Context: an optimization exercise on an open-source flow, tuned for small area, a short achievable clock period and few clock cycles. The choices shown serve that exercise and are no tape-out recipe. No run shown here included a check of the RTL's function; only the layout flow was run.

## design/flow/flow/run.sh

```bash
#!/bin/bash
set -euo pipefail
bash standard.sh MATCH_CELL_FOOTPRINT=0 finish > standard.log 2>&1
```

## design/flow/standard.sh

```bash
#!/bin/bash
# synth_recipe.tcl (not shown) runs the flow's synth.tcl, then flattens the netlist and writes it again
# the make line also repeats each setting of config.mk as NAME=value (left out here)
make -C /OpenROAD-flow-scripts/flow DESIGN_CONFIG=/design/flow/config.mk WORK_HOME=/design/flow/orfs CLKGATE_MAP_FILE= SYNTH_SCRIPT=/design/flow/synth_recipe.tcl "${@:-finish}"
```

## design/flow/config.mk

```make
export PLATFORM = sky130hd
export DESIGN_NAME = goldschmidt_divider_q4_4
export DESIGN_NICKNAME = goldschmidt_divider_q4_4
export VERILOG_FILES = /design/flow/design.v
export SDC_FILE = /design/flow/constraint.sdc
export NUM_CORES = 4
export LEC_CHECK = 0
export ABC_AREA = 1
export CAP_MARGIN = 20
export CORE_MARGIN = 2
export CORE_UTILIZATION = 40
export SETUP_SLACK_MARGIN = 1.5
export SLEW_MARGIN = 20
```

## design/flow/constraint.sdc

```tcl
create_clock -name core_clock -period 8.0 [get_ports {clk}]
set_input_delay 1.6000 -clock core_clock [delete_from_list [all_inputs] [get_ports {clk}]]
set_output_delay 1.6000 -clock core_clock [all_outputs]
set_load 0.01 [all_outputs]
```

## design/flow/design.v

```verilog
module goldschmidt_divider_q4_4 (
    input  wire       clk,
    input  wire       rst_n,
    input  wire       start,
    input  wire [7:0] numerator,
    input  wire [7:0] denominator,
    output wire [7:0] quotient,
    output reg        valid,
    output reg        error
);
    reg busy;
    always @(posedge clk or negedge rst_n) begin
        if (!rst_n) begin
            busy  <= 1'b0;
            valid <= 1'b0;
        end else begin
            busy  <= start;
            valid <= busy;
        end
    end
    wire       sgn0 = numerator[7] ^ denominator[7];
    wire [7:0] nr0  = numerator[7]   ? -numerator   : numerator;
    wire [7:0] dr0  = denominator[7] ? -denominator : denominator;
    reg [2:0] p0, cls0;
    always @(*) begin
        casez (dr0)
            8'b1???????: begin p0 = 3'd7; cls0 = dr0[6:4]; end
            8'b01??????: begin p0 = 3'd6; cls0 = dr0[5:3]; end
            8'b001?????: begin p0 = 3'd5; cls0 = dr0[4:2]; end
            8'b0001????: begin p0 = 3'd4; cls0 = dr0[3:1]; end
            8'b00001???: begin p0 = 3'd3; cls0 = dr0[2:0]; end
            8'b000001??: begin p0 = 3'd2; cls0 = {dr0[1:0], 1'b0}; end
            8'b0000001?: begin p0 = 3'd1; cls0 = {dr0[0], 2'b0}; end
            default:     begin p0 = 3'd0; cls0 = 3'd0; end
        endcase
    end
    reg [4:0] bd0, bd1;
    reg [2:0] bd2;
    always @(*) begin
        case ({nr0[2:0], 1'b0})
            4'b0000:          bd0 = 5'b00000;
            4'b0010:          bd0 = 5'b00001;
            4'b0100:          bd0 = 5'b00010;
            4'b0110:          bd0 = 5'b00100;
            4'b1000:          bd0 = 5'b11000;
            4'b1010:          bd0 = 5'b10100;
            4'b1100:          bd0 = 5'b10010;
            default:          bd0 = 5'b10001;
        endcase
        case (nr0[5:2])
            4'b0000, 4'b1111: bd1 = 5'b00000;
            4'b0001, 4'b0010: bd1 = 5'b00001;
            4'b0011, 4'b0100: bd1 = 5'b00010;
            4'b0101, 4'b0110: bd1 = 5'b00100;
            4'b0111:          bd1 = 5'b01000;
            4'b1000:          bd1 = 5'b11000;
            4'b1001, 4'b1010: bd1 = 5'b10100;
            4'b1011, 4'b1100: bd1 = 5'b10010;
            default:          bd1 = 5'b10001;
        endcase
        bd2 = {1'b0, nr0[7] | (nr0[6] & nr0[5]), ~nr0[7] & (nr0[6] ^ nr0[5])};
    end
    reg [7:0] rom0;
    always @(*) begin
        case (nr0[6:0])
            7'd0: rom0 = 8'd0;
            7'd1: rom0 = 8'd187;
            7'd2: rom0 = 8'd229;
            7'd3: rom0 = 8'd108;
            7'd4: rom0 = 8'd242;
            7'd5: rom0 = 8'd173;
            7'd6: rom0 = 8'd215;
            7'd7: rom0 = 8'd94;
            7'd8: rom0 = 8'd229;
            7'd9: rom0 = 8'd15;
            7'd10: rom0 = 8'd202;
            7'd11: rom0 = 8'd81;
            7'd12: rom0 = 8'd122;
            7'd13: rom0 = 8'd1;
            7'd14: rom0 = 8'd188;
            7'd15: rom0 = 8'd67;
            7'd16: rom0 = 8'd109;
            7'd17: rom0 = 8'd244;
            7'd18: rom0 = 8'd123;
            7'd19: rom0 = 8'd216;
            7'd20: rom0 = 8'd95;
            7'd21: rom0 = 8'd230;
            7'd22: rom0 = 8'd16;
            7'd23: rom0 = 8'd203;
            7'd24: rom0 = 8'd82;
            7'd25: rom0 = 8'd217;
            7'd26: rom0 = 8'd3;
            7'd27: rom0 = 8'd138;
            7'd28: rom0 = 8'd68;
            7'd29: rom0 = 8'd110;
            7'd30: rom0 = 8'd245;
            7'd31: rom0 = 8'd124;
            7'd32: rom0 = 8'd166;
            7'd33: rom0 = 8'd97;
            7'd34: rom0 = 8'd232;
            7'd35: rom0 = 8'd111;
            7'd36: rom0 = 8'd153;
            7'd37: rom0 = 8'd83;
            7'd38: rom0 = 8'd218;
            7'd39: rom0 = 8'd4;
            7'd40: rom0 = 8'd139;
            7'd41: rom0 = 8'd18;
            7'd42: rom0 = 8'd112;
            7'd43: rom0 = 8'd247;
            7'd44: rom0 = 8'd125;
            7'd45: rom0 = 8'd4;
            7'd46: rom0 = 8'd98;
            7'd47: rom0 = 8'd233;
            7'd48: rom0 = 8'd112;
            7'd49: rom0 = 8'd154;
            7'd50: rom0 = 8'd33;
            7'd51: rom0 = 8'd220;
            7'd52: rom0 = 8'd5;
            7'd53: rom0 = 8'd140;
            7'd54: rom0 = 8'd19;
            7'd55: rom0 = 8'd206;
            7'd56: rom0 = 8'd248;
            7'd57: rom0 = 8'd127;
            7'd58: rom0 = 8'd6;
            7'd59: rom0 = 8'd47;
            7'd60: rom0 = 8'd234;
            7'd61: rom0 = 8'd113;
            7'd62: rom0 = 8'd155;
            7'd63: rom0 = 8'd34;
            7'd64: rom0 = 8'd169;
            7'd65: rom0 = 8'd100;
            7'd66: rom0 = 8'd141;
            7'd67: rom0 = 8'd20;
            7'd68: rom0 = 8'd155;
            7'd69: rom0 = 8'd249;
            7'd70: rom0 = 8'd128;
            7'd71: rom0 = 8'd7;
            7'd72: rom0 = 8'd49;
            7'd73: rom0 = 8'd183;
            7'd74: rom0 = 8'd114;
            7'd75: rom0 = 8'd249;
            7'd76: rom0 = 8'd35;
            7'd77: rom0 = 8'd170;
            7'd78: rom0 = 8'd101;
            7'd79: rom0 = 8'd143;
            7'd80: rom0 = 8'd21;
            7'd81: rom0 = 8'd156;
            7'd82: rom0 = 8'd198;
            7'd83: rom0 = 8'd129;
            7'd84: rom0 = 8'd8;
            7'd85: rom0 = 8'd143;
            7'd86: rom0 = 8'd58;
            7'd87: rom0 = 8'd245;
            7'd88: rom0 = 8'd30;
            7'd89: rom0 = 8'd165;
            7'd90: rom0 = 8'd44;
            7'd91: rom0 = 8'd179;
            7'd92: rom0 = 8'd17;
            7'd93: rom0 = 8'd152;
            7'd94: rom0 = 8'd31;
            7'd95: rom0 = 8'd72;
            7'd96: rom0 = 8'd207;
            7'd97: rom0 = 8'd138;
            7'd98: rom0 = 8'd180;
            7'd99: rom0 = 8'd59;
            7'd100: rom0 = 8'd194;
            7'd101: rom0 = 8'd125;
            7'd102: rom0 = 8'd166;
            7'd103: rom0 = 8'd45;
            7'd104: rom0 = 8'd180;
            7'd105: rom0 = 8'd222;
            7'd106: rom0 = 8'd153;
            7'd107: rom0 = 8'd32;
            7'd108: rom0 = 8'd74;
            7'd109: rom0 = 8'd208;
            7'd110: rom0 = 8'd139;
            7'd111: rom0 = 8'd18;
            7'd112: rom0 = 8'd60;
            7'd113: rom0 = 8'd195;
            7'd114: rom0 = 8'd74;
            7'd115: rom0 = 8'd168;
            7'd116: rom0 = 8'd47;
            7'd117: rom0 = 8'd181;
            7'd118: rom0 = 8'd223;
            7'd119: rom0 = 8'd154;
            7'd120: rom0 = 8'd33;
            7'd121: rom0 = 8'd168;
            7'd122: rom0 = 8'd210;
            7'd123: rom0 = 8'd89;
            7'd124: rom0 = 8'd19;
            7'd125: rom0 = 8'd61;
            7'd126: rom0 = 8'd196;
            7'd127: rom0 = 8'd75;
        endcase
    end
    wire dz0   = (denominator == 8'd0);
    wire eq0   = (nr0 == dr0);
    wire d160  = (dr0 == 8'h10);
    wire d1280 = (denominator == 8'h80);
    reg [7:0] spec0;
    always @(*) begin
        if (dz0)       spec0 = 8'h00;
        else if (eq0)  spec0 = 8'h10;
        else if (d160) spec0 = nr0;
        else           spec0 = rom0;
    end
    reg [4:0]  bdg0, bdg1;
    reg [2:0]  bdg2;
    reg [2:0]  pa, cls;
    reg        sgna, dza, usespa;
    reg [7:0]  speca;
    always @(posedge clk) begin
        bdg0   <= bd0;
        bdg1   <= bd1;
        bdg2   <= bd2;
        pa     <= p0;
        cls    <= cls0;
        sgna   <= sgn0;
        dza    <= dz0;
        usespa <= dz0 | eq0 | d160 | d1280;
        speca  <= spec0;
    end
    wire [12:0] k1 = ({13{cls == 3'd0}} & 13'd7224) |
        ({13{cls == 3'd1}} & 13'd6783) |
        ({13{cls == 3'd2}} & 13'd6240) |
        ({13{cls == 3'd3}} & 13'd5840) |
        ({13{cls == 3'd4}} & 13'd5328) |
        ({13{cls == 3'd5}} & 13'd5004) |
        ({13{cls == 3'd6}} & 13'd4658) |
        ({13{cls == 3'd7}} & 13'd4369);
    wire [14:0] k3 = ({15{cls == 3'd0}} & 15'd21672) |
        ({15{cls == 3'd1}} & 15'd20349) |
        ({15{cls == 3'd2}} & 15'd18720) |
        ({15{cls == 3'd3}} & 15'd17520) |
        ({15{cls == 3'd4}} & 15'd15984) |
        ({15{cls == 3'd5}} & 15'd15012) |
        ({15{cls == 3'd6}} & 15'd13974) |
        ({15{cls == 3'd7}} & 15'd13107);
    wire       bs0 = bdg0[4], bs1 = bdg1[4];
    wire [4:1] bm0 = bdg0[3:0], bm1 = bdg1[3:0];
    wire [4:1] bm2 = {2'b00, bdg2[1:0]};
    wire m1_1;
    wire m1_2;
    wire m1_3;
    wire m1_4;
    wire m1_5;
    wire m1_6;
    wire m1_7;
    wire m1_8;
    wire m1_9;
    wire m1_10;
    wire m1_11;
    wire m1_12;
    wire m1_13;
    wire m1_14;
    wire m1_15;
    wire m1_16;
    wire m1_17;
    wire m1_18;
    wire m1_19;
    wire m1_20;
    wire m1_21;
    wire m1_22;
    wire m1_23;
    wire m1_24;
    wire m1_25;
    wire m1_26;
    wire m1_27;
    wire m1_28;
    wire m1_29;
    wire m1_30;
    wire m1_31;
    wire m1_32;
    wire m1_33;
    wire m1_34;
    assign m1_1 = bs1 ^ (bs0 ^ ((bm0[1] & k1[3]) | (bm0[2] & k1[2]) | (bm0[3] & k3[3]) | (bm0[4] & k1[1])));
    assign m1_2 = bs1 & (bs0 ^ ((bm0[1] & k1[3]) | (bm0[2] & k1[2]) | (bm0[3] & k3[3]) | (bm0[4] & k1[1])));
    assign m1_3 = (bs0 ^ ((bm0[1] & k1[4]) | (bm0[2] & k1[3]) | (bm0[3] & k3[4]) | (bm0[4] & k1[2]))) ^ (bs1 ^ ((bm1[1] & k1[1]) | (bm1[2] & k1[0]) | (bm1[3] & k3[1])));
    assign m1_4 = (bs0 ^ ((bm0[1] & k1[4]) | (bm0[2] & k1[3]) | (bm0[3] & k3[4]) | (bm0[4] & k1[2]))) & (bs1 ^ ((bm1[1] & k1[1]) | (bm1[2] & k1[0]) | (bm1[3] & k3[1])));
    assign m1_5 = (bs0 ^ ((bm0[1] & k1[5]) | (bm0[2] & k1[4]) | (bm0[3] & k3[5]) | (bm0[4] & k1[3]))) ^ (bs1 ^ ((bm1[1] & k1[2]) | (bm1[2] & k1[1]) | (bm1[3] & k3[2]) | (bm1[4] & k1[0])));
    assign m1_6 = (bs0 ^ ((bm0[1] & k1[5]) | (bm0[2] & k1[4]) | (bm0[3] & k3[5]) | (bm0[4] & k1[3]))) & (bs1 ^ ((bm1[1] & k1[2]) | (bm1[2] & k1[1]) | (bm1[3] & k3[2]) | (bm1[4] & k1[0])));
    assign m1_7 = (bs0 ^ ((bm0[1] & k1[6]) | (bm0[2] & k1[5]) | (bm0[3] & k3[6]) | (bm0[4] & k1[4]))) ^ (bs1 ^ ((bm1[1] & k1[3]) | (bm1[2] & k1[2]) | (bm1[3] & k3[3]) | (bm1[4] & k1[1]))) ^ ((bm2[1] & k1[0]));
    assign m1_8 = ((bs0 ^ ((bm0[1] & k1[6]) | (bm0[2] & k1[5]) | (bm0[3] & k3[6]) | (bm0[4] & k1[4]))) & (bs1 ^ ((bm1[1] & k1[3]) | (bm1[2] & k1[2]) | (bm1[3] & k3[3]) | (bm1[4] & k1[1])))) | ((bs0 ^ ((bm0[1] & k1[6]) | (bm0[2] & k1[5]) | (bm0[3] & k3[6]) | (bm0[4] & k1[4]))) & ((bm2[1] & k1[0]))) | ((bs1 ^ ((bm1[1] & k1[3]) | (bm1[2] & k1[2]) | (bm1[3] & k3[3]) | (bm1[4] & k1[1]))) & ((bm2[1] & k1[0])));
    assign m1_9 = (bs0 ^ ((bm0[1] & k1[7]) | (bm0[2] & k1[6]) | (bm0[3] & k3[7]) | (bm0[4] & k1[5]))) ^ (bs1 ^ ((bm1[1] & k1[4]) | (bm1[2] & k1[3]) | (bm1[3] & k3[4]) | (bm1[4] & k1[2]))) ^ ((bm2[1] & k1[1]) | (bm2[2] & k1[0]));
    assign m1_10 = ((bs0 ^ ((bm0[1] & k1[7]) | (bm0[2] & k1[6]) | (bm0[3] & k3[7]) | (bm0[4] & k1[5]))) & (bs1 ^ ((bm1[1] & k1[4]) | (bm1[2] & k1[3]) | (bm1[3] & k3[4]) | (bm1[4] & k1[2])))) | ((bs0 ^ ((bm0[1] & k1[7]) | (bm0[2] & k1[6]) | (bm0[3] & k3[7]) | (bm0[4] & k1[5]))) & ((bm2[1] & k1[1]) | (bm2[2] & k1[0]))) | ((bs1 ^ ((bm1[1] & k1[4]) | (bm1[2] & k1[3]) | (bm1[3] & k3[4]) | (bm1[4] & k1[2]))) & ((bm2[1] & k1[1]) | (bm2[2] & k1[0])));
    assign m1_11 = (bs0 ^ ((bm0[1] & k1[8]) | (bm0[2] & k1[7]) | (bm0[3] & k3[8]) | (bm0[4] & k1[6]))) ^ (bs1 ^ ((bm1[1] & k1[5]) | (bm1[2] & k1[4]) | (bm1[3] & k3[5]) | (bm1[4] & k1[3]))) ^ ((bm2[1] & k1[2]) | (bm2[2] & k1[1]));
    assign m1_12 = ((bs0 ^ ((bm0[1] & k1[8]) | (bm0[2] & k1[7]) | (bm0[3] & k3[8]) | (bm0[4] & k1[6]))) & (bs1 ^ ((bm1[1] & k1[5]) | (bm1[2] & k1[4]) | (bm1[3] & k3[5]) | (bm1[4] & k1[3])))) | ((bs0 ^ ((bm0[1] & k1[8]) | (bm0[2] & k1[7]) | (bm0[3] & k3[8]) | (bm0[4] & k1[6]))) & ((bm2[1] & k1[2]) | (bm2[2] & k1[1]))) | ((bs1 ^ ((bm1[1] & k1[5]) | (bm1[2] & k1[4]) | (bm1[3] & k3[5]) | (bm1[4] & k1[3]))) & ((bm2[1] & k1[2]) | (bm2[2] & k1[1])));
    assign m1_13 = (bs0 ^ ((bm0[1] & k1[9]) | (bm0[2] & k1[8]) | (bm0[3] & k3[9]) | (bm0[4] & k1[7]))) ^ (bs1 ^ ((bm1[1] & k1[6]) | (bm1[2] & k1[5]) | (bm1[3] & k3[6]) | (bm1[4] & k1[4]))) ^ ((bm2[1] & k1[3]) | (bm2[2] & k1[2]));
    assign m1_14 = ((bs0 ^ ((bm0[1] & k1[9]) | (bm0[2] & k1[8]) | (bm0[3] & k3[9]) | (bm0[4] & k1[7]))) & (bs1 ^ ((bm1[1] & k1[6]) | (bm1[2] & k1[5]) | (bm1[3] & k3[6]) | (bm1[4] & k1[4])))) | ((bs0 ^ ((bm0[1] & k1[9]) | (bm0[2] & k1[8]) | (bm0[3] & k3[9]) | (bm0[4] & k1[7]))) & ((bm2[1] & k1[3]) | (bm2[2] & k1[2]))) | ((bs1 ^ ((bm1[1] & k1[6]) | (bm1[2] & k1[5]) | (bm1[3] & k3[6]) | (bm1[4] & k1[4]))) & ((bm2[1] & k1[3]) | (bm2[2] & k1[2])));
    assign m1_15 = (bs0 ^ ((bm0[1] & k1[10]) | (bm0[2] & k1[9]) | (bm0[3] & k3[10]) | (bm0[4] & k1[8]))) ^ (bs1 ^ ((bm1[1] & k1[7]) | (bm1[2] & k1[6]) | (bm1[3] & k3[7]) | (bm1[4] & k1[5]))) ^ ((bm2[1] & k1[4]) | (bm2[2] & k1[3]));
    assign m1_16 = ((bs0 ^ ((bm0[1] & k1[10]) | (bm0[2] & k1[9]) | (bm0[3] & k3[10]) | (bm0[4] & k1[8]))) & (bs1 ^ ((bm1[1] & k1[7]) | (bm1[2] & k1[6]) | (bm1[3] & k3[7]) | (bm1[4] & k1[5])))) | ((bs0 ^ ((bm0[1] & k1[10]) | (bm0[2] & k1[9]) | (bm0[3] & k3[10]) | (bm0[4] & k1[8]))) & ((bm2[1] & k1[4]) | (bm2[2] & k1[3]))) | ((bs1 ^ ((bm1[1] & k1[7]) | (bm1[2] & k1[6]) | (bm1[3] & k3[7]) | (bm1[4] & k1[5]))) & ((bm2[1] & k1[4]) | (bm2[2] & k1[3])));
    assign m1_17 = (bs0 ^ ((bm0[1] & k1[11]) | (bm0[2] & k1[10]) | (bm0[3] & k3[11]) | (bm0[4] & k1[9]))) ^ (bs1 ^ ((bm1[1] & k1[8]) | (bm1[2] & k1[7]) | (bm1[3] & k3[8]) | (bm1[4] & k1[6]))) ^ ((bm2[1] & k1[5]) | (bm2[2] & k1[4]));
    assign m1_18 = ((bs0 ^ ((bm0[1] & k1[11]) | (bm0[2] & k1[10]) | (bm0[3] & k3[11]) | (bm0[4] & k1[9]))) & (bs1 ^ ((bm1[1] & k1[8]) | (bm1[2] & k1[7]) | (bm1[3] & k3[8]) | (bm1[4] & k1[6])))) | ((bs0 ^ ((bm0[1] & k1[11]) | (bm0[2] & k1[10]) | (bm0[3] & k3[11]) | (bm0[4] & k1[9]))) & ((bm2[1] & k1[5]) | (bm2[2] & k1[4]))) | ((bs1 ^ ((bm1[1] & k1[8]) | (bm1[2] & k1[7]) | (bm1[3] & k3[8]) | (bm1[4] & k1[6]))) & ((bm2[1] & k1[5]) | (bm2[2] & k1[4])));
    assign m1_19 = (bs0 ^ ((bm0[1] & k1[12]) | (bm0[2] & k1[11]) | (bm0[3] & k3[12]) | (bm0[4] & k1[10]))) ^ (bs1 ^ ((bm1[1] & k1[9]) | (bm1[2] & k1[8]) | (bm1[3] & k3[9]) | (bm1[4] & k1[7]))) ^ ((bm2[1] & k1[6]) | (bm2[2] & k1[5]));
    assign m1_20 = ((bs0 ^ ((bm0[1] & k1[12]) | (bm0[2] & k1[11]) | (bm0[3] & k3[12]) | (bm0[4] & k1[10]))) & (bs1 ^ ((bm1[1] & k1[9]) | (bm1[2] & k1[8]) | (bm1[3] & k3[9]) | (bm1[4] & k1[7])))) | ((bs0 ^ ((bm0[1] & k1[12]) | (bm0[2] & k1[11]) | (bm0[3] & k3[12]) | (bm0[4] & k1[10]))) & ((bm2[1] & k1[6]) | (bm2[2] & k1[5]))) | ((bs1 ^ ((bm1[1] & k1[9]) | (bm1[2] & k1[8]) | (bm1[3] & k3[9]) | (bm1[4] & k1[7]))) & ((bm2[1] & k1[6]) | (bm2[2] & k1[5])));
    assign m1_21 = (bs0 ^ ((bm0[2] & k1[12]) | (bm0[3] & k3[13]) | (bm0[4] & k1[11]))) ^ (bs1 ^ ((bm1[1] & k1[10]) | (bm1[2] & k1[9]) | (bm1[3] & k3[10]) | (bm1[4] & k1[8]))) ^ ((bm2[1] & k1[7]) | (bm2[2] & k1[6]));
    assign m1_22 = ((bs0 ^ ((bm0[2] & k1[12]) | (bm0[3] & k3[13]) | (bm0[4] & k1[11]))) & (bs1 ^ ((bm1[1] & k1[10]) | (bm1[2] & k1[9]) | (bm1[3] & k3[10]) | (bm1[4] & k1[8])))) | ((bs0 ^ ((bm0[2] & k1[12]) | (bm0[3] & k3[13]) | (bm0[4] & k1[11]))) & ((bm2[1] & k1[7]) | (bm2[2] & k1[6]))) | ((bs1 ^ ((bm1[1] & k1[10]) | (bm1[2] & k1[9]) | (bm1[3] & k3[10]) | (bm1[4] & k1[8]))) & ((bm2[1] & k1[7]) | (bm2[2] & k1[6])));
    assign m1_23 = (bs0 ^ ((bm0[3] & k3[14]) | (bm0[4] & k1[12]))) ^ (bs1 ^ ((bm1[1] & k1[11]) | (bm1[2] & k1[10]) | (bm1[3] & k3[11]) | (bm1[4] & k1[9]))) ^ ((bm2[1] & k1[8]) | (bm2[2] & k1[7]));
    assign m1_24 = ((bs0 ^ ((bm0[3] & k3[14]) | (bm0[4] & k1[12]))) & (bs1 ^ ((bm1[1] & k1[11]) | (bm1[2] & k1[10]) | (bm1[3] & k3[11]) | (bm1[4] & k1[9])))) | ((bs0 ^ ((bm0[3] & k3[14]) | (bm0[4] & k1[12]))) & ((bm2[1] & k1[8]) | (bm2[2] & k1[7]))) | ((bs1 ^ ((bm1[1] & k1[11]) | (bm1[2] & k1[10]) | (bm1[3] & k3[11]) | (bm1[4] & k1[9]))) & ((bm2[1] & k1[8]) | (bm2[2] & k1[7])));
    assign m1_25 = bs0 ^ (bs1 ^ ((bm1[1] & k1[12]) | (bm1[2] & k1[11]) | (bm1[3] & k3[12]) | (bm1[4] & k1[10]))) ^ ((bm2[1] & k1[9]) | (bm2[2] & k1[8]));
    assign m1_26 = (bs0 & (bs1 ^ ((bm1[1] & k1[12]) | (bm1[2] & k1[11]) | (bm1[3] & k3[12]) | (bm1[4] & k1[10])))) | (bs0 & ((bm2[1] & k1[9]) | (bm2[2] & k1[8]))) | ((bs1 ^ ((bm1[1] & k1[12]) | (bm1[2] & k1[11]) | (bm1[3] & k3[12]) | (bm1[4] & k1[10]))) & ((bm2[1] & k1[9]) | (bm2[2] & k1[8])));
    assign m1_27 = bs0 ^ (bs1 ^ ((bm1[2] & k1[12]) | (bm1[3] & k3[13]) | (bm1[4] & k1[11]))) ^ ((bm2[1] & k1[10]) | (bm2[2] & k1[9]));
    assign m1_28 = (bs0 & (bs1 ^ ((bm1[2] & k1[12]) | (bm1[3] & k3[13]) | (bm1[4] & k1[11])))) | (bs0 & ((bm2[1] & k1[10]) | (bm2[2] & k1[9]))) | ((bs1 ^ ((bm1[2] & k1[12]) | (bm1[3] & k3[13]) | (bm1[4] & k1[11]))) & ((bm2[1] & k1[10]) | (bm2[2] & k1[9])));
    assign m1_29 = bs0 ^ (bs1 ^ ((bm1[3] & k3[14]) | (bm1[4] & k1[12]))) ^ ((bm2[1] & k1[11]) | (bm2[2] & k1[10]));
    assign m1_30 = (bs0 & (bs1 ^ ((bm1[3] & k3[14]) | (bm1[4] & k1[12])))) | (bs0 & ((bm2[1] & k1[11]) | (bm2[2] & k1[10]))) | ((bs1 ^ ((bm1[3] & k3[14]) | (bm1[4] & k1[12]))) & ((bm2[1] & k1[11]) | (bm2[2] & k1[10])));
    assign m1_31 = ~bs0 ^ ~bs1 ^ ((bm2[1] & k1[12]) | (bm2[2] & k1[11]));
    assign m1_32 = (~bs0 & ~bs1) | (~bs0 & ((bm2[1] & k1[12]) | (bm2[2] & k1[11]))) | (~bs1 & ((bm2[1] & k1[12]) | (bm2[2] & k1[11])));
    assign m1_33 = 1'b1 ^ ((bm2[2] & k1[12]));
    assign m1_34 = 1'b1 & ((bm2[2] & k1[12]));
    wire [19:0] x_a = {m1_33, m1_31, m1_29, m1_27, m1_25, m1_23, m1_21, m1_19, m1_17, m1_15, m1_13, m1_11, m1_9, m1_7, m1_5, m1_3, m1_1, (bs0 ^ ((bm0[1] & k1[2]) | (bm0[2] & k1[1]) | (bm0[3] & k3[2]) | (bm0[4] & k1[0]))), (bs0 ^ ((bm0[1] & k1[1]) | (bm0[2] & k1[0]) | (bm0[3] & k3[1]))), bs0};
    wire [19:0] x_b = {m1_32, m1_30, m1_28, m1_26, m1_24, m1_22, m1_20, m1_18, m1_16, m1_14, m1_12, m1_10, m1_8, m1_6, m1_4, m1_2, (bs1 ^ ((bm1[1] & k1[0]) | (bm1[3] & k3[0]))), 1'b0, 1'b0, (bs0 ^ ((bm0[1] & k1[0]) | (bm0[3] & k3[0])))};
    wire [19:0] x  = x_a + x_b;
    wire [11:0] n2 = x[19:8];
    wire [1:0] s3 = ({2{cls == 3'd1}} & 2'd1) |
        ({2{cls == 3'd2}} & 2'd2) |
        ({2{cls == 3'd3}} & 2'd2) |
        ({2{cls == 3'd4}} & 2'd2) |
        ({2{cls == 3'd5}} & 2'd2) |
        ({2{cls == 3'd6}} & 2'd2) |
        ({2{cls == 3'd7}} & 2'd2);
    wire [1:0] es = ({2{cls == 3'd0}} & 2'd1) |
        ({2{cls == 3'd2}} & 2'd2) |
        ({2{cls == 3'd4}} & 2'd1);
    wire [2:0] e1 = ({3{cls == 3'd0}} & 3'd1) |
        ({3{cls == 3'd1}} & 3'd4) |
        ({3{cls == 3'd2}} & 3'd7) |
        ({3{cls == 3'd3}} & 3'd2) |
        ({3{cls == 3'd4}} & 3'd1) |
        ({3{cls == 3'd7}} & 3'd1);
    wire [2:0] e2 = ({3{cls == 3'd0}} & 3'd4) |
        ({3{cls == 3'd1}} & 3'd1) |
        ({3{cls == 3'd3}} & 3'd1) |
        ({3{cls == 3'd4}} & 3'd2) |
        ({3{cls == 3'd5}} & 3'd1) |
        ({3{cls == 3'd6}} & 3'd1);
    wire [19:0] c2 = ({20{cls == 3'd0}} & 20'd1040385) |
        ({20{cls == 3'd2}} & 20'd1015812) |
        ({20{cls == 3'd4}} & 20'd1040385);
    wire es_0 = es[0], es_1 = es[1];
    wire e1_0 = e1[0], e1_1 = e1[1], e1_2 = e1[2];
    wire e2_0 = e2[0], e2_1 = e2[1], e2_2 = e2[2];
    wire m2_1;
    wire m2_2;
    wire m2_3;
    wire m2_4;
    wire m2_5;
    wire m2_6;
    wire m2_7;
    wire m2_8;
    wire m2_9;
    wire m2_10;
    wire m2_11;
    wire m2_12;
    wire m2_13;
    wire m2_14;
    wire m2_15;
    wire m2_16;
    wire m2_17;
    wire m2_18;
    wire m2_19;
    wire m2_20;
    wire m2_21;
    wire m2_22;
    wire m2_23;
    wire m2_24;
    wire m2_25;
    wire m2_26;
    wire m2_27;
    wire m2_28;
    wire m2_29;
    wire m2_30;
    wire m2_31;
    wire m2_32;
    wire m2_33;
    wire m2_34;
    wire m2_35;
    wire m2_36;
    wire m2_37;
    wire m2_38;
    wire m2_39;
    wire m2_40;
    wire m2_41;
    wire m2_42;
    wire m2_43;
    wire m2_44;
    wire m2_45;
    wire m2_46;
    wire m2_47;
    wire m2_48;
    wire m2_49;
    wire m2_50;
    wire m2_51;
    wire m2_52;
    wire m2_53;
    wire m2_54;
    assign m2_1 = n2[0] ^ (es_0 ^ ((e1_0 & n2[8]) | (e2_0 & n2[7])));
    assign m2_2 = n2[0] & (es_0 ^ ((e1_0 & n2[8]) | (e2_0 & n2[7])));
    assign m2_3 = n2[1] ^ (es_0 ^ ((e1_0 & n2[9]) | (e2_0 & n2[8]))) ^ (es_1 ^ ((e1_1 & n2[7]) | (e2_1 & n2[6])));
    assign m2_4 = (n2[1] & (es_0 ^ ((e1_0 & n2[9]) | (e2_0 & n2[8])))) | (n2[1] & (es_1 ^ ((e1_1 & n2[7]) | (e2_1 & n2[6])))) | ((es_0 ^ ((e1_0 & n2[9]) | (e2_0 & n2[8]))) & (es_1 ^ ((e1_1 & n2[7]) | (e2_1 & n2[6]))));
    assign m2_5 = n2[2] ^ (es_0 ^ ((e1_0 & n2[10]) | (e2_0 & n2[9]))) ^ (es_1 ^ ((e1_1 & n2[8]) | (e2_1 & n2[7])));
    assign m2_6 = (n2[2] & (es_0 ^ ((e1_0 & n2[10]) | (e2_0 & n2[9])))) | (n2[2] & (es_1 ^ ((e1_1 & n2[8]) | (e2_1 & n2[7])))) | ((es_0 ^ ((e1_0 & n2[10]) | (e2_0 & n2[9]))) & (es_1 ^ ((e1_1 & n2[8]) | (e2_1 & n2[7]))));
    assign m2_7 = n2[3] ^ (es_0 ^ ((e1_0 & n2[11]) | (e2_0 & n2[10]))) ^ (es_1 ^ ((e1_1 & n2[9]) | (e2_1 & n2[8])));
    assign m2_8 = (n2[3] & (es_0 ^ ((e1_0 & n2[11]) | (e2_0 & n2[10])))) | (n2[3] & (es_1 ^ ((e1_1 & n2[9]) | (e2_1 & n2[8])))) | ((es_0 ^ ((e1_0 & n2[11]) | (e2_0 & n2[10]))) & (es_1 ^ ((e1_1 & n2[9]) | (e2_1 & n2[8]))));
    assign m2_9 = n2[4] ^ (es_0 ^ ((e2_0 & n2[11]))) ^ (es_1 ^ ((e1_1 & n2[10]) | (e2_1 & n2[9])));
    assign m2_10 = (n2[4] & (es_0 ^ ((e2_0 & n2[11])))) | (n2[4] & (es_1 ^ ((e1_1 & n2[10]) | (e2_1 & n2[9])))) | ((es_0 ^ ((e2_0 & n2[11]))) & (es_1 ^ ((e1_1 & n2[10]) | (e2_1 & n2[9]))));
    assign m2_11 = n2[5] ^ c2[13] ^ (es_1 ^ ((e1_1 & n2[11]) | (e2_1 & n2[10])));
    assign m2_12 = (n2[5] & c2[13]) | (n2[5] & (es_1 ^ ((e1_1 & n2[11]) | (e2_1 & n2[10])))) | (c2[13] & (es_1 ^ ((e1_1 & n2[11]) | (e2_1 & n2[10]))));
    assign m2_13 = n2[6] ^ c2[14] ^ (es_1 ^ ((e2_1 & n2[11])));
    assign m2_14 = (n2[6] & c2[14]) | (n2[6] & (es_1 ^ ((e2_1 & n2[11])))) | (c2[14] & (es_1 ^ ((e2_1 & n2[11]))));
    assign m2_15 = n2[7] ^ c2[15];
    assign m2_16 = n2[7] & c2[15];
    assign m2_17 = n2[8] ^ c2[16];
    assign m2_18 = n2[8] & c2[16];
    assign m2_19 = c2[2] ^ (es_0 ^ ((e1_0 & n2[2]) | (e2_0 & n2[1])));
    assign m2_20 = c2[2] & (es_0 ^ ((e1_0 & n2[2]) | (e2_0 & n2[1])));
    assign m2_21 = (es_0 ^ ((e1_0 & n2[3]) | (e2_0 & n2[2]))) ^ (es_1 ^ ((e1_1 & n2[1]) | (e2_1 & n2[0])));
    assign m2_22 = (es_0 ^ ((e1_0 & n2[3]) | (e2_0 & n2[2]))) & (es_1 ^ ((e1_1 & n2[1]) | (e2_1 & n2[0])));
    assign m2_23 = (es_0 ^ ((e1_0 & n2[4]) | (e2_0 & n2[3]))) ^ (es_1 ^ ((e1_1 & n2[2]) | (e2_1 & n2[1]))) ^ ((e1_2 & n2[0]));
    assign m2_24 = ((es_0 ^ ((e1_0 & n2[4]) | (e2_0 & n2[3]))) & (es_1 ^ ((e1_1 & n2[2]) | (e2_1 & n2[1])))) | ((es_0 ^ ((e1_0 & n2[4]) | (e2_0 & n2[3]))) & ((e1_2 & n2[0]))) | ((es_1 ^ ((e1_1 & n2[2]) | (e2_1 & n2[1]))) & ((e1_2 & n2[0])));
    assign m2_25 = (es_0 ^ ((e1_0 & n2[5]) | (e2_0 & n2[4]))) ^ (es_1 ^ ((e1_1 & n2[3]) | (e2_1 & n2[2]))) ^ ((e1_2 & n2[1]) | (e2_2 & n2[0]));
    assign m2_26 = ((es_0 ^ ((e1_0 & n2[5]) | (e2_0 & n2[4]))) & (es_1 ^ ((e1_1 & n2[3]) | (e2_1 & n2[2])))) | ((es_0 ^ ((e1_0 & n2[5]) | (e2_0 & n2[4]))) & ((e1_2 & n2[1]) | (e2_2 & n2[0]))) | ((es_1 ^ ((e1_1 & n2[3]) | (e2_1 & n2[2]))) & ((e1_2 & n2[1]) | (e2_2 & n2[0])));
    assign m2_27 = (es_0 ^ ((e1_0 & n2[6]) | (e2_0 & n2[5]))) ^ (es_1 ^ ((e1_1 & n2[4]) | (e2_1 & n2[3]))) ^ ((e1_2 & n2[2]) | (e2_2 & n2[1]));
    assign m2_28 = ((es_0 ^ ((e1_0 & n2[6]) | (e2_0 & n2[5]))) & (es_1 ^ ((e1_1 & n2[4]) | (e2_1 & n2[3])))) | ((es_0 ^ ((e1_0 & n2[6]) | (e2_0 & n2[5]))) & ((e1_2 & n2[2]) | (e2_2 & n2[1]))) | ((es_1 ^ ((e1_1 & n2[4]) | (e2_1 & n2[3]))) & ((e1_2 & n2[2]) | (e2_2 & n2[1])));
    assign m2_29 = (es_0 ^ ((e1_0 & n2[7]) | (e2_0 & n2[6]))) ^ (es_1 ^ ((e1_1 & n2[5]) | (e2_1 & n2[4]))) ^ ((e1_2 & n2[3]) | (e2_2 & n2[2]));
    assign m2_30 = ((es_0 ^ ((e1_0 & n2[7]) | (e2_0 & n2[6]))) & (es_1 ^ ((e1_1 & n2[5]) | (e2_1 & n2[4])))) | ((es_0 ^ ((e1_0 & n2[7]) | (e2_0 & n2[6]))) & ((e1_2 & n2[3]) | (e2_2 & n2[2]))) | ((es_1 ^ ((e1_1 & n2[5]) | (e2_1 & n2[4]))) & ((e1_2 & n2[3]) | (e2_2 & n2[2])));
    assign m2_31 = (es_1 ^ ((e1_1 & n2[6]) | (e2_1 & n2[5]))) ^ ((e1_2 & n2[4]) | (e2_2 & n2[3])) ^ m2_1;
    assign m2_32 = ((es_1 ^ ((e1_1 & n2[6]) | (e2_1 & n2[5]))) & ((e1_2 & n2[4]) | (e2_2 & n2[3]))) | ((es_1 ^ ((e1_1 & n2[6]) | (e2_1 & n2[5]))) & m2_1) | (((e1_2 & n2[4]) | (e2_2 & n2[3])) & m2_1);
    assign m2_33 = ((e1_2 & n2[5]) | (e2_2 & n2[4])) ^ m2_2 ^ m2_3;
    assign m2_34 = (((e1_2 & n2[5]) | (e2_2 & n2[4])) & m2_2) | (((e1_2 & n2[5]) | (e2_2 & n2[4])) & m2_3) | (m2_2 & m2_3);
    assign m2_35 = ((e1_2 & n2[6]) | (e2_2 & n2[5])) ^ m2_4 ^ m2_5;
    assign m2_36 = (((e1_2 & n2[6]) | (e2_2 & n2[5])) & m2_4) | (((e1_2 & n2[6]) | (e2_2 & n2[5])) & m2_5) | (m2_4 & m2_5);
    assign m2_37 = ((e1_2 & n2[7]) | (e2_2 & n2[6])) ^ m2_6 ^ m2_7;
    assign m2_38 = (((e1_2 & n2[7]) | (e2_2 & n2[6])) & m2_6) | (((e1_2 & n2[7]) | (e2_2 & n2[6])) & m2_7) | (m2_6 & m2_7);
    assign m2_39 = ((e1_2 & n2[8]) | (e2_2 & n2[7])) ^ m2_8 ^ m2_9;
    assign m2_40 = (((e1_2 & n2[8]) | (e2_2 & n2[7])) & m2_8) | (((e1_2 & n2[8]) | (e2_2 & n2[7])) & m2_9) | (m2_8 & m2_9);
    assign m2_41 = ((e1_2 & n2[9]) | (e2_2 & n2[8])) ^ m2_10 ^ m2_11;
    assign m2_42 = (((e1_2 & n2[9]) | (e2_2 & n2[8])) & m2_10) | (((e1_2 & n2[9]) | (e2_2 & n2[8])) & m2_11) | (m2_10 & m2_11);
    assign m2_43 = ((e1_2 & n2[10]) | (e2_2 & n2[9])) ^ m2_12 ^ m2_13;
    assign m2_44 = (((e1_2 & n2[10]) | (e2_2 & n2[9])) & m2_12) | (((e1_2 & n2[10]) | (e2_2 & n2[9])) & m2_13) | (m2_12 & m2_13);
    assign m2_45 = m2_15 ^ ((e1_2 & n2[11]) | (e2_2 & n2[10])) ^ m2_14;
    assign m2_46 = (m2_15 & ((e1_2 & n2[11]) | (e2_2 & n2[10]))) | (m2_15 & m2_14) | (((e1_2 & n2[11]) | (e2_2 & n2[10])) & m2_14);
    assign m2_47 = m2_16 ^ m2_17 ^ ((e2_2 & n2[11]));
    assign m2_48 = (m2_16 & m2_17) | (m2_16 & ((e2_2 & n2[11]))) | (m2_17 & ((e2_2 & n2[11])));
    assign m2_49 = n2[9] ^ c2[17] ^ m2_18;
    assign m2_50 = (n2[9] & c2[17]) | (n2[9] & m2_18) | (c2[17] & m2_18);
    assign m2_51 = n2[10] ^ c2[18];
    assign m2_52 = n2[10] & c2[18];
    assign m2_53 = n2[11] ^ c2[19];
    assign m2_54 = n2[11] & c2[19];
    wire [19:0] y_a = {m2_53, m2_51, m2_49, m2_47, m2_45, m2_43, m2_41, m2_39, m2_37, m2_35, m2_33, m2_31, m2_29, m2_27, m2_25, m2_23, m2_21, m2_19, (es_0 ^ ((e1_0 & n2[1]) | (e2_0 & n2[0]))), c2[0]};
    wire [19:0] y_b = {m2_52, m2_50, m2_48, m2_46, m2_44, m2_42, m2_40, m2_38, m2_36, m2_34, m2_32, m2_30, m2_28, m2_26, m2_24, m2_22, m2_20, (es_1 ^ ((e1_1 & n2[0]))), 1'b0, (es_0 ^ ((e1_0 & n2[0])))};
    wire [8:0] ylo = {1'b0, y_a[7:0]} + {1'b0, y_b[7:0]};
    reg [11:0] ysb, ycb;
    reg        c8b, sg;
    reg [6:0]  ph;
    reg [1:0]  sb;
    always @(posedge clk) begin
        ysb   <= usespa ? {3'd0, speca, 1'b0} : y_a[19:8];
        ycb   <= usespa ? 12'd0 : y_b[19:8];
        c8b   <= ~usespa & ylo[8];
        ph    <= usespa ? 7'd1 : (7'd1 << pa);
        sb    <= usespa ? 2'd3 : s3;
        sg    <= sgna;
        error <= dza;
    end
    wire [11:0] a = ysb + ycb + {11'd0, c8b};
    wire [5:0]  b = (sb == 2'd0) ? a[11:6] :
                    (sb == 2'd1) ? {1'b0, a[11:7]} :
                    (sb == 2'd2) ? {2'b0, a[11:8]} : 6'd0;
    wire [7:0]  lo = {1'b0, a[6:0]} + {2'b0, b};
    wire [7:0]  cin = {lo[7], lo[6:1] ^ a[6:1] ^ {1'b0, b[5:1]}};   
    reg  [7:0]  t1, t2;
    reg         c, r;
    always @(*) begin
        t1 = 8'd0; t2 = 8'd0; c = 1'b0; r = 1'b0;
        case (1'b1)  
            ph[0]: begin t1 = a[8:1];          t2 = {3'd0, b[5:1]}; c = cin[0]; r = lo[0]; end
            ph[1]: begin t1 = a[9:2];          t2 = {4'd0, b[5:2]}; c = cin[1]; r = lo[1]; end
            ph[2]: begin t1 = a[10:3];         t2 = {5'd0, b[5:3]}; c = cin[2]; r = lo[2]; end
            ph[3]: begin t1 = a[11:4];         t2 = {6'd0, b[5:4]}; c = cin[3]; r = lo[3]; end
            ph[4]: begin t1 = {1'd0, a[11:5]}; t2 = {7'd0, b[5]};   c = cin[4]; r = lo[4]; end
            ph[5]: begin t1 = {2'd0, a[11:6]}; t2 = 8'd0;           c = cin[5]; r = lo[5]; end
            ph[6]: begin t1 = {3'd0, a[11:7]}; t2 = 8'd0;           c = cin[6]; r = lo[6]; end
            default: ;
        endcase
    end
    assign quotient = (t1 ^ {8{sg}}) + (t2 ^ {8{sg}}) + {7'd0, c ^ sg} + {7'd0, r ^ sg};
endmodule
```

==> flow_summary_export.csv, run 1 <==
group,metric,value,unit
global_routing,antenna_found_initial,0,
critical_path,path_buf_inv,4,
global_routing,grtUsageMet3,0.02904,
floorplan,die_w,164.0,um
clock_tree,cts_buffers,9,
critical_path,cpPeakStageDelay,0.47,ns
yosys,syn_inst,1668,
cells_and_area,final_util,0.4591,
global_routing,grt_most_used_layer,"met2",
critical_path,cpLargestDelayFamily,"adder cells",
clock_tree,cts_tree,"yes",
timing,hold_violations,0,
routing,routed_wirelength,32570,um
placed_design,port_buffers,28,
critical_path,rr_endpoint,"c8b",
timing,period_share,0.8897,
timing,setup_tns,0,ns
routing,firstDrtPassIters,7,
critical_path,cp-end-kind,"output pin",
routing,route.detailed.drc,0,
critical_path,start_kind,"flop",
timing,skew,0.006295,ns
cells_and_area,syn2layout_area_growth,12.96,%
floorplan,die-area,26880,um2
run,drv_cap,0,
yosys,synth_area,10230,um2
yosys,syn_area_per_cell,6.135,um2
cells_and_area,drive_gt1_frac,0.1131,
routing,drtAntennaViolNets,0,
critical_path,crit_arrival,5.52,ns
timing,setup_viol,0,
global_routing,use_met1,0.3377,
critical_path,cp.depth,33,
critical_path,crit_end,"quotient[7]",
clock_tree,cts_max_path_buffers,2,
routing,via_per_inst,5.601,
global_routing,grt_max_degree,49,
critical_path,crit_fanout,5,
routing,drtIter0Drc,1206,
floorplan,io_pins,29,
global_routing,grt_use_total,0.2447,
floorplan,die_y,164.0,um
yosys,synth-edff-count,0,
critical_path,worst_path_max_delay_cell,"fa_2",
yosys,ys_types,57,
min_path,hp-start,"dza",
yosys,ys.flop_type,"dfxtp_1",
placed_design,gp_congestion,0.9757,
global_routing,overflow,0,
yosys,synth_nets,1801,
clock_tree,cts_hold_buf,0,
timing,max_freq,140.5,MHz
global_routing,grt_pass1_vias,10600,
min_path,min_path_type,"flop to flop",
timing,maxSlewHeadroom,0.3694,
placed_design,dp_hpwl,25010,um
clock_tree,cts_sinks,67,
critical_path,r2r_start,"cls[1]",
floorplan,coreArea,25180,um2
timing,drv_slew,0,
clock_tree,cts.htree.levels,3,
routing,vias,11350,
clock_tree,clkTransAtPathRegs,0.06,ns
yosys,async_reset_ff_frac,0.02985,
global_routing,grt_use_met2,0.3948,
clock_tree,cts-root-buf,"clkbuf_16",
outcome,outcome,"finished clean",
floorplan,num_rows,58,
clock_tree,clock_latency,0.34,ns
cells_and_area,layout.nets,1825,
timing,holdWs,0.3271,ns
cells_and_area,antennaDiodeCount,0,
timing,tightest_slew,0.9446,ns
yosys,ys_warn_count,1,
critical_path,crit_path_start,"ysb[0]",
yosys,synth.ff_latch_count,67,
timing,grt_setup_unrepaired,"true",
yosys,yosysSeqAreaShare,0.1320,
critical_path,cp_data_required_time,6.40,ns
routing,wl_per_cell,16.07,um
global_routing,grt_pass1_wl,53460,um
timing,fin_crit,7.118,ns
critical_path,reg2reg_depth,31,
floorplan,initial_core_util,0.4064,
critical_path,ff2ff_setup_slack,1.87,ns
critical_path,critPathKind,"flop to output pin",
==> how the worst min path moves through the flow <==
stage | slack (ns) | end | cells past startpoint
2_1_floorplan | 0.31 | error | 0
3_3_place_gp | 0.31 | error | 0
3_5_place_dp | 0.31 | error | 0
4_1_cts | 0.33 | error | 0
5_1_grt | 0.35 | error | 0
6_report | 0.33 | error | 0
==> synth_stat cells, drive strengths merged, types with 25 or more instances <==
cell	count	area, um2
nand4	25	156.4
ha	77	963.4
nand2	500	1944
buf	25	137.6
o22ai	39	250.2
nor2	126	483.0
inv	244	920.9
o21ai	86	445.4
nand3	139	728.2
a21oi	67	339.1
clkbuf	29	112.6
dfxtp	65	1301
xor2	56	524.3
fa	37	740.7
o211ai	28	210.2
==> worst reg2reg max path, delay by kind of cell (launching register included) <==
kind                     cells  cell delay (ns)
AO/OA/AOI/OAI                7             1.10
XOR/XNOR                     1             0.18
adder cells (fa/ha/maj)      4             1.73
buffers and inverters        8             0.95
flip-flops                   1             0.58
AND/OR/NAND/NOR             11             1.41
==> cells in the final DEF (no fill, tap or decap), types with 25 or more instances in the layout <==
| cell type | n |
|---|---|
| a21oi_1 | 63 |
| buf_4 | 33 |
| dfxtp_1 | 60 |
| fa_1 | 32 |
| ha_1 | 69 |
| inv_1 | 213 |
| inv_2 | 28 |
| nand2_1 | 466 |
| nand2_2 | 27 |
| nand3_1 | 124 |
| nand4_1 | 25 |
| nor2_1 | 122 |
| o211ai_1 | 28 |
| o21ai_0 | 68 |
| o22ai_1 | 38 |
| xor2_1 | 49 |
==> sequential cells by signal (all words and copies together) (netlist names) <==
register,flops
ycb,12
ysb,12
speca,8
ph,7
bdg0,5
bdg1,5
cls,3
pa,3
bdg2,2
sb,2
busy,1
c8b,1
dza,1
error,1
sg,1
sgna,1
usespa,1
valid,1
==> cells by family after synthesis <==
| group | after synthesis | synth area share |
|---|---|---|
| xor gates and xnor gates | 71 | 0.06590 |
| AOI/OAI and AO/OA | 290 | 0.1769 |
| and+or+nand+nor | 823 | 0.3423 |
| DFF | 67 | 0.1320 |
| adders and majority gates | 114 | 0.1665 |
| buffers and inverters | 303 | 0.1163 |
==> layout make-up <==
type / instances / area, um2
fillers: 2599 / 13620
multi-input cells: 1298 / 7970
flip-flops and latches: 67 / 1358
inverters: 249 / 942.2
repair buffers: 67 / 569.3
well taps: 330 / 412.9
clock buffers: 9 / 225.2
clock inverters: 7 / 82.58
==> per-layer routing <==
metal,share of wire,up-vias
met5,0,-
met4,0.027,0
met3,0.065,84
met2,0.46,507
met1,0.44,5203
li1,-,5560
==> through the flow <==
step | std cells | setup WS (ns) | area, um2
floorplan | 1668 | 1.505 | 10290
global placement | 1980 | 0.6067 | 10800
detailed placement | 1980 | 0.4123 | 10800
CTS | 2017 | 0.8379 | 11380
global route | 2027 | 0.6098 | 11560
finish | 2027 | 0.8824 | 11560
==> what timing repair did <==
action                     CTS  global route
resized for setup           56            34
setup buffers               21            10
setup endpoints to repair    8            20
pin swaps                   30            23
==> run 2, diff against run 1 <==
--- a/design/flow/design.v
+++ b/design/flow/design.v
@@ -197,3 +197,3 @@
     wire eq0   = (nr0 == dr0);
-    wire d160  = (dr0 == 8'h10);
+    wire d160  = (dr0 == 8'h10) & nr0[7];
     wire d1280 = (denominator == 8'h80);
@@ -203,3 +203,3 @@
         else if (eq0)  spec0 = 8'h10;
-        else if (d160) spec0 = nr0;
+        else if (d160) spec0 = 8'h80;
         else           spec0 = rom0;
@@ -454,3 +454,3 @@
     reg        c8b, sg;
-    reg [6:0]  ph;
+    reg [2:0]  pb;
     reg [1:0]  sb;
@@ -460,3 +460,3 @@
         c8b   <= ~usespa & ylo[8];
-        ph    <= usespa ? 7'd1 : (7'd1 << pa);
+        pb    <= usespa ? 3'd0 : pa;
         sb    <= usespa ? 2'd3 : s3;
@@ -465,24 +465,13 @@
     end
-    wire [11:0] a = ysb + ycb + {11'd0, c8b};
-    wire [5:0]  b = (sb == 2'd0) ? a[11:6] :
-                    (sb == 2'd1) ? {1'b0, a[11:7]} :
-                    (sb == 2'd2) ? {2'b0, a[11:8]} : 6'd0;
-    wire [7:0]  lo = {1'b0, a[6:0]} + {2'b0, b};
-    wire [7:0]  cin = {lo[7], lo[6:1] ^ a[6:1] ^ {1'b0, b[5:1]}};   
-    reg  [7:0]  t1, t2;
-    reg         c, r;
-    always @(*) begin
-        t1 = 8'd0; t2 = 8'd0; c = 1'b0; r = 1'b0;
-        case (1'b1)  
-            ph[0]: begin t1 = a[8:1];          t2 = {3'd0, b[5:1]}; c = cin[0]; r = lo[0]; end
-            ph[1]: begin t1 = a[9:2];          t2 = {4'd0, b[5:2]}; c = cin[1]; r = lo[1]; end
-            ph[2]: begin t1 = a[10:3];         t2 = {5'd0, b[5:3]}; c = cin[2]; r = lo[2]; end
-            ph[3]: begin t1 = a[11:4];         t2 = {6'd0, b[5:4]}; c = cin[3]; r = lo[3]; end
-            ph[4]: begin t1 = {1'd0, a[11:5]}; t2 = {7'd0, b[5]};   c = cin[4]; r = lo[4]; end
-            ph[5]: begin t1 = {2'd0, a[11:6]}; t2 = 8'd0;           c = cin[5]; r = lo[5]; end
-            ph[6]: begin t1 = {3'd0, a[11:7]}; t2 = 8'd0;           c = cin[6]; r = lo[6]; end
-            default: ;
-        endcase
-    end
-    assign quotient = (t1 ^ {8{sg}}) + (t2 ^ {8{sg}}) + {7'd0, c ^ sg} + {7'd0, r ^ sg};
+    wire [11:0] n3  = ysb + ycb + {11'd0, c8b};
+    wire [5:0]  n3s = (sb == 2'd0) ? n3[11:6] :
+                      (sb == 2'd1) ? {1'b0, n3[11:7]} :
+                      (sb == 2'd2) ? {2'b0, n3[11:8]} : 6'd0;
+    wire [12:0] n4  = {1'b0, n3} + {7'd0, n3s};
+    wire [6:0]  ph = 7'd1 << pb;
+    wire [8:0]  t = ({9{ph[0]}} & n4[8:0])  | ({9{ph[1]}} & n4[9:1])  |
+                    ({9{ph[2]}} & n4[10:2]) | ({9{ph[3]}} & n4[11:3]) |
+                    ({9{ph[4]}} & n4[12:4]) | ({9{ph[5]}} & {1'b0, n4[12:5]}) |
+                    ({9{ph[6]}} & {2'b0, n4[12:6]});
+    assign quotient = (t[8:1] ^ {8{sg}}) + {7'd0, t[0] ^ sg};
 endmodule
==> design/flow/flow/run.sh (replaced) <==
#!/bin/bash
set -euo pipefail
bash standard.sh MATCH_CELL_FOOTPRINT=0 'BUFFER_PORTS_ARGS=-buffer_cell sky130_fd_sc_hd__buf_2' finish > standard.log 2>&1
==> flow_summary_export.csv, run 2 <==
group,metric,value,unit
outcome,outcome,"finished clean",
cells_and_area,syn2layout_area_growth,11.54,%
yosys,yosys-top-cells-area,"nand2_1 13%, dfxtp_1 13%, inv_1 8.6%",
placed_design,place_inst,1858,
routing,vias,10340,
timing,fin_crit,6.440,ns
yosys,async_reset_ff_frac,0.03175,
critical_path,crit_fanout,6,
yosys,syn_inst,1541,
cells_and_area,final_common_cell,"nand2_1",
placed_design,gp_congestion,0.9513,
critical_path,cp_data_required_time,6.40,ns
timing,max_freq,155.3,MHz
placed_design,port_buffers,28,
yosys,ys_types,64,
clock_tree,cts_tree,"yes",
placed_design,dp_hpwl,22960,um
yosys,ys_warn_count,1,
min_path,hp-start,"sgna",
run,drv_cap,0,
cells_and_area,reg_top3,"ycb x12, ysb x12, speca x8",
cells_and_area,layout.nets,1688,
critical_path,r2r_start,"cls[1]",
timing,maxSlewHeadroom,0.4485,
critical_path,ff2ff_setup_slack,2.12,ns
clock_tree,cts-root-buf,"clkbuf_16",
timing,period_share,0.8049,
timing,skew,0.006565,ns
clock_tree,cts_hold_buf,0,
cells_and_area,layout_common_cells,"339 x nand2_1, 215 x inv_1, 144 x nor2_1",
critical_path,crit_end,"quotient[6]",
routing,via_per_inst,5.465,
floorplan,die_y,159.7,um
critical_path,reg2reg_depth,26,
timing,grt_setup_unrepaired,"true",
routing,wl_per_cell,15.59,um
critical_path,crit_arrival,4.84,ns
floorplan,initial_core_util,0.4104,
critical_path,start_kind,"flop",
yosys,syn_area_per_cell,6.289,um2
routing,routed_wirelength,29500,um
critical_path,rr_endpoint,"c8b",
cells_and_area,final-seq-area,1277,um2
clock_tree,cts.htree.levels,3,
yosys,synth_top_area_cell,"nand2_1",
floorplan,num_rows,56,
routing,firstDrtPassIters,6,
global_routing,overflow,0,
yosys,synth_most_common_cell,"nand2_1",
clock_tree,cts_max_path_buffers,2,
timing,hold_violations,0,
yosys,yosysSeqAreaShare,0.1312,
yosys,synth_area,9692,um2
clock_tree,clkTransAtPathRegs,0.06,ns
timing,setup_viol,0,
clock_tree,cts_sinks,63,
cells_and_area,multi_input_area,7497,um2
yosys,synth.ff_latch_count,63,
yosys,synth_nets,1661,
global_routing,grt_pass1_wl,48560,um
clock_tree,clock_latency,0.33,ns
critical_path,cpPeakStageDelay,0.40,ns
critical_path,worst_path_max_delay_cell,"fa_2",
cells_and_area,drive_gt1_frac,0.1449,
timing,setup_tns,0,ns
global_routing,grt_use_total,0.2274,
critical_path,crit_top_cell,"nand2_2",
floorplan,coreArea,23610,um2
critical_path,critPathKind,"flop to output pin",
yosys,ys.flop_type,"dfxtp_1",
routing,route.detailed.drc,0,
cells_and_area,n_fill_cell,2456,
critical_path,cp-end-kind,"output pin",
floorplan,die_w,159.7,um
yosys,netlist.area_leader.share,0.1340,
yosys,synth-edff-count,0,
routing,drtAntennaViolNets,0,
clock_tree,cts_buffers,9,
cells_and_area,instances_no_fill,1892,
yosys,synth_common_cells,"346 x nand2_1, 223 x inv_1, 147 x nor2_1",
timing,tightest_slew,0.8218,ns
global_routing,grt_pass1_vias,9562,
global_routing,grt_max_degree,46,
critical_path,crit_path_start,"ysb[2]",
global_routing,antenna_found_initial,0,
timing,drv_slew,0,
min_path,min_path_type,"flop to flop",
cells_and_area,antennaDiodeCount,0,
floorplan,io_pins,29,
routing,drtIter0Drc,988,
floorplan,die-area,25490,um2
run 2: cell count changes after synthesis, moves of 7 or more:
cell,previous run,this run
nand2_1,483,346
ha_1,77,66
nand2_2,12,33
nor3_1,20,9
nand3_1,134,124
xor2_1,53,46
clkbuf_1,28,18
o21ai_0,73,85
nor2_1,122,147
run 2: routing by layer:
| layer | vias up | global-route usage | routed length [um] |
|---|---|---|---|
| li1 | 5173 | - | - |
| met1 | 4724 | 0.3136 | 13420 |
| met2 | 372 | 0.3764 | 13540 |
| met3 | 71 | 0.02597 | 1751 |
| met4 | 0 | 0.06157 | 790 |
| met5 | - | 0 | 0 |
run 2: through the flow:
stage                     hold slack, ns  area [um2]  setup slack (ns)    util
final                             0.3243       10810             1.560  0.4578
after global routing              0.3451       10810             1.241  0.4578
after CTS                         0.3208       10560             1.506  0.4473
after detailed placement          0.3121       10130             1.204  0.4290
after global placement            0.3103       10130             1.356  0.4290
after floorplan                   0.3096        9692             1.859       -
run 2: layout make-up:
class,count,share of cell area
Inverter,251,0.08738
Timing Repair Buffer,58,0.03414
Multi-Input combinational cell,1185,0.6935
Tap cell,319,0.03692
Clock inverter,7,0.009028
Sequential cell,63,0.1182
Clock buffer,9,0.02083
run 2: worst min-delay path by stage:
stage / end / slack, ns / cells after the start
finish: sg / 0.32 / 0
floorplan: error / 0.31 / 0
global placement: error / 0.31 / 0
CTS: error / 0.32 / 0
global route: error / 0.35 / 0
detailed placement: error / 0.31 / 0
run 2: critical path, delay by kind of cell (launching register included):
| kind | cells | cell delay [ns] |
|---|---|---|
| AOI/OAI and AO/OA | 6 | 0.88 |
| xor gates and xnor gates | 1 | 0.24 |
| adders and majority gates | 5 | 1.33 |
| buffers and inverters | 3 | 0.26 |
| DFF | 1 | 0.30 |
| and+or+nand+nor | 15 | 1.49 |
run 2: logic make-up (layout without fill, tap and decap cells):
family                   count (synthesis)  count (layout)  share of synthesized area
buffers and inverters                  293             325                     0.1170
AND/OR/NAND/NOR                        724             724                     0.3415
flip-flops                              63              63                     0.1312
XOR/XNOR                                60              60                    0.05926
AO/OA/AOI/OAI                          300             300                     0.1937
adder cells (fa/ha/maj)                101             101                     0.1575
run 2: timing repair:
item,in CTS,in global routing
setup endpoints to repair,7,10
pin swaps,12,28
gates resized for setup,20,41
cloned,0,0
buffers inserted,6,12
hold endpoints to repair,0,0

==> separate check: timing with driven ports <==
Ports are ideal in the flow. The routed layouts listed here were re-timed in OpenROAD.
Step 1 assumes that a clkbuf_16 drives the clock port and a buf_2 every other input.
Step 2 adds t to the input delays and takes it off the output delays; t is the mean of the earliest and latest rising clock arrival at the registers after step 1. Input paths then give back, and output paths get back, about the clock's delay inside the block.
a / b / c = ideal ports / drivers / drivers and shift; a / b = the first two.
| run | t (ns) | setup WS [ns] | latest minus earliest clock arrival (ns) |
|---|---|---|---|
| run 1 | 0.373 | 0.882 / 0.843 / 1.216 | 0.008 / 0.008 |
| run 2 | 0.365 | 1.560 / 1.517 / 1.883 | 0.007 / 0.007 |
After both steps every run listed still meets setup and hold.
